Source: an optimization exercise on an open RTL-to-GDS flow (aim: small area and a short achievable clock period). Production flows keep margins and buffers that such runs may drop. In this exercise RTL edits were held to simulation tests only and were not proved equivalent to the original.

==> flow/design.v, too long to show whole: its modules and the start of the top module <==
// module csa_fa: 10 lines
// module csa_ha: 9 lines
// module FFT64: 4132 lines
module FFT64 #(
    parameter width = 16
) (
    input                           clk,
    input                           rst_n,
    input                           di_en,
    input       signed  [width-1:0] di_re,
    input       signed  [width-1:0] di_img,
    output reg                      do_en,
    output reg  signed  [width-1:0] do_re,
    output reg  signed  [width-1:0] do_img
);
  // ...
==> flow/flow/run.sh <==
#!/bin/bash
bash standard.sh SETUP_SLACK_MARGIN=7.45 "BUFFER_PORTS_ARGS=-buffer_cell sky130_fd_sc_hd__buf_2" "CTS_ARGS=-sink_clustering_enable -repair_clock_nets -sink_clustering_size 16 -sink_clustering_max_diameter 70 -sink_clustering_buffer sky130_fd_sc_hd__clkbuf_8" finish > standard.log 2>&1
==> flow/standard.sh <==
#!/bin/bash
# synth_recipe.tcl (not shown) runs the flow's synth.tcl, then flattens the netlist and writes it again
# the make line also repeats each setting of config.mk as NAME=value (left out here)
make -C /OpenROAD-flow-scripts/flow DESIGN_CONFIG=/design/flow/config.mk WORK_HOME=/design/flow/orfs CLKGATE_MAP_FILE= SYNTH_SCRIPT=/design/flow/synth_recipe.tcl "${@:-finish}"
==> flow/config.mk <==
export PLATFORM = sky130hd
export DESIGN_NAME = FFT64
export DESIGN_NICKNAME = FFT64
export VERILOG_FILES = /design/flow/design.v
export SDC_FILE = /design/flow/constraint.sdc
export NUM_CORES = 8
export LEC_CHECK = 0
export CAP_MARGIN = 20
export CORE_MARGIN = 2
export CORE_UTILIZATION = 55
export SLEW_MARGIN = 20
export SYNTH_HIERARCHICAL = 1
export SYNTH_MINIMUM_KEEP_SIZE = 0
==> flow/constraint.sdc <==
create_clock -name core_clock -period 11.0 [get_ports {clk}]
set_input_delay 2.2000 -clock core_clock [delete_from_list [all_inputs] [get_ports {clk}]]
set_output_delay 2.2000 -clock core_clock [all_outputs]
set_load 0.01 [all_outputs]
==> key figures, run 1 <==
Detailed routing
  – Final wirelength: 274,000 um
  – Met3 WL post-DR: slightly above 10,000 um
  – DR vias/cell: 5.19
  – Highest Signal Layer: met5

Hold path
  – Worst hold path stage count: 0
  – Hold Crit Start: l2_re[4][13]

Synthesis
  – EDFF count, synth: 0
  – Number of synthesized register bits: 4,103
  – Simple-gate share of the synthesized area: under 10%
  – Post-synth top cells: dfxtp_1, xnor2_1, ha_1, nand2_1, fa_1
  – Count leader, synth: dfxtp_1
  – Post-synth top area cell: dfxtp_1

Clock network
  – Post-CTS Repair Setup Buffers: 15
  – CTS clk-pin slew, worst paths: approximately 0.10 ns
  – Clock sink count: just over 4,000

Layout
  – Multi-In Gates: approximately 5,300
  – Seq_cells: just over 4,000
  – Fin nets: between 10,000 and 15,000
  – Nonclk inv count: 196
  – Clkbuf count: roughly 340
  – Register Area: between 80,000 and 90,000 um^2

Run status
  – Status: complete, no violations

Die
  – I/O Pins: slightly below 70
  – Row count: 179
  – Well Taps: around 3,200
  – Die Wd: between 400 and 500 um

Placed design
  – Place WS: 6.82 ns

Setup path
  – WP depth: 1

Global route
  – Initial antenna violation count: 23

Timing
  – Final Max Tran Viols: 0

Flow run
  – MaxCap Viol Count: 0
==> run 2, diff against run 1 <==
==> flow/flow/run.sh (replaced) <==
#!/bin/bash
# Layout flow: the standard ORFS flow (standard.sh, unchanged synthesis)
# with these changes to how the layout is made:
#  - timing repair aims at 7.45 ns of setup slack (the clock stays 11 ns),
#  - the port buffers are plain buf_2 cells,
#  - clock-tree sinks are clustered in groups of up to 24 within 100 um.
# The whole output of the flow goes to standard.log in this folder.
bash standard.sh SETUP_SLACK_MARGIN=7.45 \
  "BUFFER_PORTS_ARGS=-buffer_cell sky130_fd_sc_hd__buf_2" \
  CTS_CLUSTER_SIZE=24 CTS_CLUSTER_DIAMETER=100 \
  finish > standard.log 2>&1
==> key figures, run 2 <==
Run status
  – Status: complete, no violations (unchanged)

Synthesis
  – Synth warn: 54 (unchanged)
  – EDFF count, synth: 0 (unchanged)
  – Async SR Flop Fraction: 0.487% (unchanged)
  – Synth Area per Inst: 13.0 um^2 (unchanged)
  – Count leader, synth: dfxtp_1 (unchanged)
  – Post-synth top area cell: dfxtp_1 (unchanged)
  – Syn Inst Count: 10,100 (unchanged)
  – Post-synthesis sequential area ratio: 62.7% (unchanged)
  – Top_reg_cell synth: dfxtp_1 (unchanged)
  – Number of synthesized register bits: 4,103 (unchanged)
  – Top cells by area in the synthesized netlist: dfxtp_1, fa_1, ha_1, xnor2_1, mux2_2 (unchanged)
  – Cell variety after synth: 88 (unchanged)
  – Post-synth top cells: dfxtp_1, xnor2_1, ha_1, nand2_1, fa_1 (unchanged)
  – Post-Syn Area: 131,000 um^2 (unchanged)
  – Yosys top cell area share: 62.4% (unchanged)

Clock network
  – Clock sink count: 4,103 (unchanged)
  – TritonCTS clock tree: yes (unchanged)
  – Worst-Skew Late Latency: 0.88 ns (was 0.93 ns)
  – Root Driver: clkbuf_16 (unchanged)
  – Num CTS Buffers: 193 (was 319)
  – CTS clk-pin slew, worst paths: 0.09 ns (was 0.10 ns)
  – H-Tree Depth: 4 (was 5)
  – Max Buffers Root-to-Sink: 3 (was 4)

Setup path
  – Crit path cell chain: buf_6 (unchanged)
  – Worst reg-to-reg path cell count: 16 (unchanged)
  – Slowest CP cell: dfxtp_4 (unchanged)
  – Top delay family on crit path: flip-flops (unchanged)
  – Arr. time, crit path: 1.36 ns (was 1.40 ns)
  – Setup crit start kind: flop (unchanged)
  – Reg-to-Reg End: bc_im[0][14] (unchanged)
  – CP Class: flop to output pin (unchanged)
  – Critical path buffers and inverters: 1 (unchanged)
  – R2R Path Start: o5_im[1] (unchanged)
  – Crit end category: output pin (unchanged)
  – Worst Path Max Fanout: 1 (unchanged)
  – CP required: 8.80 ns (about the same)
  – CP max stage delay: 0.37 ns (about the same)
  – WP depth: 1 (unchanged)
  – Reg2Reg Setup Slack: 7.47 ns (was 7.49 ns)

Detailed routing
  – Wire length per cell: 20.6 um (about the same)
  – DRC: 0 (unchanged)
  – Detailed-route via count: 68,500 (was 69,300)
  – DR vias/cell: 5.19 (about the same)
  – First DRT Iteration DRCs: 3,718 (was 3,714)
  – Final wirelength: 272,000 um (was 274,000 um)
  – Drt first pass iters: 6 (unchanged)
  – Routed Antenna Nets: 0 (unchanged)

Die
  – Core Area: 237,000 um^2 (unchanged)
  – Starting Density: 55.2% (unchanged)
  – Row count: 179 (unchanged)
  – I/O Pins: 68 (unchanged)
  – Die H: 492 um (unchanged)
  – Die Wd: 492 um (unchanged)
  – Die area: 242,000 um^2 (unchanged)

Placed design
  – Inst Count DP: 12,900 (unchanged)
  – Port bufs: 67 (unchanged)
  – Gpl congestion: 0.860 (unchanged)
  – DPL Wire Length: 186,000 um (unchanged)

Global route
  – Global route total overflow: 0 (unchanged)
  – Initial antenna violation count: 21 (was 23)
  – GRT Total Usage: 22.2% (was 22.5%)
  – Global-route track usage on met3: 2.82% (was 2.96%)
  – First-pass GRT wire length: 418,000 um (was 422,000 um)
  – M1 GR Usage: 29.5% (about the same)
  – Vias in the first global route: 69,400 (was 70,700)
  – Grt met2 use: 37.6% (was 37.7%)
  – Pin count of the biggest net entering global routing: 72 (unchanged)
  – GRT Max-Usage Layer: met2 (unchanged)

Hold path
  – Worst hold path stage count: 0 (unchanged)
  – Worst Hold Path EP: l4_im[3][11] (was l2_re[5][13])
  – Worst Hold Class: flop to flop (unchanged)
  – Hold Crit Start: l4_im[2][11] (was l2_re[4][13])

Layout
  – Regs by FF count: l1_im x512, l1_re x512 (unchanged)
  – Register Area: 82,500 um^2 (about the same)
  – Fin nets: 11,100 (was 11,200)
  – Commonest cells after routing, fill and taps aside: dfxtp_1, xnor2_1, ha_1 (unchanged)
  – Synthesis-to-layout area growth: 7.70% (was 7.97%)
  – # fillers: 18,900 (about the same)
  – Layout cell share with drive strength beyond 1: 11.2% (was 12.5%)
  – Commonest non-fill, non-tap cell in the layout: dfxtp_1 (unchanged)
  – Footprint of the multi-input gates: 46,800 um^2 (about the same)
  – Non-Filler Instances: 13,200 (was 13,300)

Timing
  – Setup TNS: 0 ns (unchanged)
  – Slew @ Worst Pin: 1.05 ns (was 1.04 ns)
  – Maximum clock frequency: 281 MHz (was 278 MHz)
  – Unrepaired setup endpoints after global routing: true (unchanged)
  – Final period util: 32.3% (was 32.7%)
  – Final Hold Viols: 0 (unchanged)
  – Final setup skew: 0.0626 ns (was 0.0639 ns)
  – Tmin final: 3.56 ns (was 3.60 ns)
  – Final setup vio count: 0 (unchanged)
  – Final Max Tran Viols: 0 (unchanged)
  – Slew HR: 29.6% (was 29.8%)

Flow run
  – MaxCap Viol Count: 0 (unchanged)
-- run 2: cell counts after synthesis --
No cell type changed its count.
-- run 2: kinds of logic (layout without fill, tap and decap cells) --
| logic type | Yosys count | in the layout | synth area share, % |
|---|---|---|---|
| adder cells (fa/ha/maj) | 1050 | 1050 | 12.7 |
| XOR/XNOR | 871 | 871 | 5.82 |
| buffers and inverters | 701 | 613 | 2.02 |
| AND/OR/NAND/NOR | 1391 | 1391 | 4.77 |
| other | 1 | 12 | 0.00286 |
| AO/OA/AOI/OAI | 1404 | 1404 | 7.08 |
| flip-flops | 4103 | 4103 | 62.7 |
| multiplexers | 584 | 584 | 4.86 |
-- run 2: final cells by class --
cell class | count | area share [%]
Inverter | 196 | 0.529
Clock buffer | 207 | 3.50
Multi-Input combinational cell | 5302 | 33.1
Sequential cell | 4103 | 58.4
Antenna cell | 10 | 0.0177
Tap cell | 3167 | 2.81
Clock inverter | 27 | 0.358
Timing Repair Buffer | 183 | 1.25
-- run 2: worst max path at each step --
stage / from / endpoint
after floorplan: ry_neg[3] / my_im_b3
after global routing: o5_im[1] / bc_im[0][14]
after detailed placement: ix_one[4] / mx_im_b3
after CTS: do_img[9] / do_img[9]
final: do_re[3] / do_re[3]
after global placement: ix_one[4] / mx_im_b3
-- run 2: stage by stage --
step | worst slack [ns] | util, % | instance area [um^2] | hold slack, ns
after floorplan | 7.42 | - | 131000 | 0.310
after global placement | 6.87 | 56.5 | 134000 | 0.310
after detailed placement | 6.82 | 56.5 | 134000 | 0.312
after CTS | 7.37 | 59.1 | 140000 | 0.269
after global routing | 7.30 | 59.5 | 141000 | 0.281
final | 7.44 | 59.5 | 141000 | 0.290
-- run 2: layer usage --
metal,vias to the layer above,wire (um)
met1,33700,121000
li1,33200,-
met3,428,9700
met5,-,13
met2,1261,131000
met4,2,10200
-- run 2: modules after synthesis (local to each module, per instance) --
module	cell area, um^2	flops+latches	cells inside
csa_fa	20.0	0	1
csa_ha	12.5	0	1
FFT64	117000	4103	9225
-- run 2: timing repair --
item,CTS,global route
setup buffers,14,9
pin swaps,17,30
setup endpoints to repair,188,167
hold buffers,0,0
gates cloned,0,5
resized for setup,158,171

-- port drivers added, routing unchanged --
No port has a modelled driver above. Below, the same layouts with a new extraction and two added sets of constraints.
Step 1 sets driving cells, clkbuf_16 on the clock port and buf_2 on the other inputs (assumed; they add their load-dependent delay and slew).
Step 2 adds t to the input delays and takes it off the output delays; t is the mean of the earliest and latest rising clock arrival at the registers after step 1. Input paths then give back, and output paths get back, about the clock's delay inside the block.
a / b / c = ideal / step 1 / step 2; a / b = the first two.
run | t, ns | setup slack, ns | clock arrival spread, ns | worst register clock-pin slew, ns | cell pins on the clock port's net
run 1 | 0.986 | 7.398 / 7.299 / 7.489 | 0.089 / 0.088 | 0.11 / 0.11 | 1
run 2 | 0.940 | 7.443 / 7.352 / 7.469 | 0.068 / 0.067 | 0.10 / 0.10 | 1
After both steps every run listed still meets setup and hold.
